What follows belongs to an exercise in optimizing a design on an open flow for small area, a short achievable clock period and few clock cycles; a production flow would make more cautious choices. In this exercise RTL edits were held to simulation tests only and were not proved equivalent to the original. Power is estimated from default activity; no workload was simulated.

==> flow/design.v (outline; a module is shown in full before it is edited, if it fits) <==
// module fa: 5 lines
// module ha: 5 lines
// module top: 5066 lines
module top(clk, rst, start, x, y, z, mem_rdata, mem_addr, mem_wdata, mem_wen, done);
  // ...
==> flow/run.sh <==
#!/bin/bash
# synth_recipe.tcl (not shown) runs the flow's synth.tcl, then flattens the netlist and writes it again
# the make line also repeats each setting of config.mk as NAME=value (left out here)
make -C /OpenROAD-flow-scripts/flow DESIGN_CONFIG=/design/flow/config.mk WORK_HOME=/design/flow/orfs CLKGATE_MAP_FILE= SYNTH_SCRIPT=/design/flow/synth_recipe.tcl finish
==> flow/config.mk <==
export PLATFORM = sky130hd
export DESIGN_NAME = top
export DESIGN_NICKNAME = top
export VERILOG_FILES = /design/flow/design.v
export SDC_FILE = /design/flow/constraint.sdc
export NUM_CORES = 4
export LEC_CHECK = 0
export ABC_CLOCK_PERIOD_IN_PS = 3000
export CAP_MARGIN = 20
export CORE_MARGIN = 2
export CORE_UTILIZATION = 40
export SLEW_MARGIN = 20
export SYNTH_HIERARCHICAL = 1
==> flow/constraint.sdc <==
create_clock -name core_clock -period 10.0 [get_ports {clk}]
set_input_delay 2.0000 -clock core_clock [delete_from_list [all_inputs] [get_ports {clk}]]
set_output_delay 2.0000 -clock core_clock [all_outputs]
set_load 0.01 [all_outputs]
==> flow_summary.toml, run 1 <==
[status]
status = "timing/DRC/antenna clean"

[die]
rows = 124
ioPinCount = 81
core_mm2 = 0.114

[final_layout]
final_cell_mix = "and2_1, fa_1, dfxtp_1"
layout.nets = 4579
dominant_cells = "multi-input combinational cells"
multiInputGateArea_mm2 = 0.0281
seqAreaFraction_pct = 34.4
layout.cells.non_filler = 5076
num-multi-input-gates = 2491
fillCellCount = 10177
seq_cell_count = 797
num_antenna_cells = 2

[clock_tree]
postCtsSetupRepairBufs = 0
cts_sinks = 797
cts_resized = 0

[synthesis]
synth_top_family_by_area = "adder cells"
yosys-top-cells-count = "and2_1, fa_1, dfxtp_1, ha_1, edfxtp_1"
synth.most_common_cell = "and2_1"
netlist_instances = 3341
synth_ff_type = "dfxtp_1"

[place]
hpwlAfterDp_mm = 103
place.gp.congestion = 1.04
portBuffers = 80
place_area_mm2 = 0.0487

[power_and_ir_drop]
p_per_area_mw_per_mm2 = 242
seq_cell_power_uw = 4110
finalPower_uw = 12500

[grt]
grt_pass1_wl_mm = 192
busiest_layer = "met2"
grt_pass1_vias = 28277

[detailed_routing]
dr.pass1.iters = 6
top_layer = "met4"

[worst_setup_path]
cp-startpoint = "F[2][28]"
cp.arrival_ns = 4.85
cp_slowest_cell = "fa_1"
crit_chain = "and2_1, fa_1, fa_1, fa_1, fa_1, fa_1, fa_1, ha_1"

[timing]
finalSetupTns_ns = 0
whs_ns = 0.314
drv_slew = 0
rsz0062_at_grt = "no"
fin_skew_ns = 0.0482
Testbench counts, summed over its fixed seeds: cycles 6,720.
==> run 2, diff against run 1 <==
--- a/flow/config.mk
+++ b/flow/config.mk
@@ -5,7 +5,6 @@
 export SDC_FILE = /design/flow/constraint.sdc
 export NUM_CORES = 4
 export LEC_CHECK = 0
-export ABC_CLOCK_PERIOD_IN_PS = 3000
 export CAP_MARGIN = 20
 export CORE_MARGIN = 2
 export CORE_UTILIZATION = 40
==> flow_summary.toml, run 2 <==
[synthesis]
async_flop_share_pct = 0
synth_ff_type = "dfxtp_1"
synth.distinct_cells = 62
synth_nets = 4429
synth-seq-area-share_pct = 38.6
yosysTopAreaCellShare_pct = 33.8
yosys.area.top_type = "fa_1"
synth.most_common_cell = "and2_1"
synth_seq_cells = 797
netlist_instances = 3341
synth_xor_area_share_pct = 0.361
synth-edff-count = 181
yosys-top-cells-count = "and2_1, fa_1, dfxtp_1, ha_1, edfxtp_1"
synth.area.top_cells = "fa_1, dfxtp_1, and2_1"
synth_compound_area_share_pct = 2.94
synth_top_family_by_area = "adder cells"
synthAdderAreaFrac_pct = 40.5
synthSimpleGateAreaFrac_pct = 15.6
synth.area.mux_share_pct = 1.46
avgSynthCellArea_um2 = 13.8
ys_warn_count = 9
syn_area_mm2 = 0.0461

[die]
die_height_um = 343
start_util_pct = 40.3
core_mm2 = 0.114
dieArea_mm2 = 0.118
rows = 124
ioPinCount = 81
die_x_um = 343

[worst_setup_path]
cp.required_ns = 10.56
crit_fanout = 8
cp_num_cells = 8
r2r_cells = 8
worstSetupEndpointType = "register"
max_stage_delay_ns = 0.70
cp_slowest_cell = "fa_1"
path_buf_inv = 0
critical_path.top_delay_family = "adder cells"
critPathKind = "reg2reg"
crit_path_start_kind = "register"
cp.arrival_ns = 4.85
crit_chain = "and2_1, fa_1, fa_1, fa_1, fa_1, fa_1, fa_1, ha_1"
cp_common_cell = "fa_1"

[place]
dp_cells = 4915
portBuffers = 80
hpwlAfterDp_mm = 103
place.gp.congestion = 1.04

[grt]
grt_pass1_vias = 28277
grt_pass1_wl_mm = 192
antenna_found_initial = 9
grt.overflow.total = 0
grt_max_degree = 33
grtUsageTotal_pct = 22.6

[detailed_routing]
route.detailed.drc = 0
wl_per_cell_um = 25.5
viasPerCell = 5.13
via_count = 26055
dr.pass1.iters = 6
drtIter0Drc = 2230
wirelength_mm = 129
ant_nets = 0

[clock_tree]
h-tree-depth = 3
clock-root-buffer = "clkbuf_16"
cts_sinks = 797
cts_resized = 0
cts_buffers = 86
cts_tree = "done"
postCtsSetupRepairBufs = 0
postCtsHoldBufs = 0
clock_path_buffers = 3
clk_pin_slew_ns = 0.06
clock_latency_ns = 0.68

[worst_hold_path]
holdCritPathClass = "reg2reg"
min_delay_path_depth = 0

[timing]
layout_worst_path_cycle_share_pct = 42.8
setup_violations = 0
rsz0062_at_grt = "no"
fin_crit_ns = 4.28
whs_ns = 0.314
worstMarginPinSlew_ns = 0.875
finalSetupTns_ns = 0
timing.fmax_mhz = 233
drv_slew = 0
hold_violations = 0
fin_skew_ns = 0.0482
maxSlewHeadroom_pct = 41.5

[final_layout]
largest_reg_flops = 440
layout.nets = 4579
area_growth_pct = 12.3
top_register = "C"
layout.cells.non_filler = 5076
final_cell_mix = "and2_1, fa_1, dfxtp_1"
top_regs = "C: 440 flops, F: 128 flops"
drive_gt1_share_pct = 6.40
final_common_cell = "and2_1"

[job]
drv_cap = 0

[power_and_ir_drop]
vdd_drop_max_v = 0.000422
leakage_uw = 0.0239
p_per_area_mw_per_mm2 = 242

[status]
status = "timing/DRC/antenna clean"
run 2: worst reg2reg max path, cell delays in order (launching register included):
cell	delay, ns
edfxtp_1	0.56
and2_1	0.24
fa_1	0.51
fa_1	0.70
fa_1	0.48
fa_1	0.41
fa_1	0.47
fa_1	0.50
ha_1	0.30
run 2: path summary, 6_finish.rpt:
kind	startpoint	end	slack (ns)
worst max register to register	F[2][28]	r2756	5.72
worst min register to register	C[8][2]	C[9][2]	0.31
worst max-delay path	F[2][28]	r2756	5.72
worst min-delay path	C[8][2]	C[9][2]	0.31
run 2: metrics by stage:
| stage | area (µm²) | util (%) | setup WS (ns) | total power (µW) |
|---|---|---|---|---|
| 3_5_place_dp | 48700 | 42.6 | 5.61 | 9230 |
| 3_3_place_gp | 48700 | 42.6 | 5.56 | 9150 |
| 2_1_floorplan | 46100 | - | 6.10 | 7440 |
| 4_1_cts | 51700 | 45.2 | 5.77 | 12600 |
| 6_report | 51700 | 45.2 | 5.72 | 12500 |
| 5_1_grt | 51700 | 45.2 | 5.64 | 13400 |
run 2: modules after synthesis, one instance, submodules excluded:
module | flip-flops and latches | area, µm²
ha | 0 | 12.5
top | 797 | 29000
fa | 0 | 20.0
run 2: metal layers:
metal | global-route usage, % | wire [µm] | vias to the layer above | part of all wire [%]
li1 | - | - | 11319 | -
met1 | 30.6 | 54400 | 13519 | 42
met2 | 35.1 | 58100 | 976 | 45
met3 | 4.89 | 10700 | 241 | 8.3
met4 | 9.77 | 6060 | 0 | 4.7
met5 | 0 | 0 | - | 0
run 2: final cells by class:
type,instances,area [µm²]
fillers,10177,62600
inverters,28,105
repair buffers,87,853
clock buffers,113,2470
diodes,2,5.00
flip-flops and latches,797,17800
clock inverters,46,529
multi-input cells,2491,28100
well taps,1512,1890
run 2: logic make-up after synthesis:
logic type | Yosys count
AO/OA/AOI/OAI | 198
XOR/XNOR | 19
adder cells (fa/ha/maj) | 1026
buffers and inverters | 53
flip-flops | 797
multiplexers | 53
AND/OR/NAND/NOR | 1195
run 2: where the power goes:
group	switching [µW]	total (µW)	leakage, µW	internal (µW)
logic	2790	5090	0.0156	2300
registers	339	4110	0.00674	3780
clock network	1390	3330	0.00148	1950
total	4510	12500	0.0239	8020

-- what the ideal ports hide --
Ports are ideal in the flow. The routed layouts listed here were re-timed in OpenROAD. Step 1: set_driving_cell puts a clkbuf_16 on clk and a buf_2 on each other input, an assumption about the parent block. Step 2 times the ports against the registers' clock, not the clock port: input delays grow and output delays shrink by t, the midpoint of the rising clock arrivals with the driver on. Slacks: ideal / step 1 / step 2; pairs: ideal / step 1.
| run | shift t [ns] | slack for setup (ns) | pins driven straight from the clock port |
|---|---|---|---|
| run 1 | 0.731 | 5.716 / 5.716 / 5.601 | 1 |
| run 2 | 0.731 | 5.716 / 5.716 / 5.601 | 1 |
After both steps every run listed still meets setup and hold.
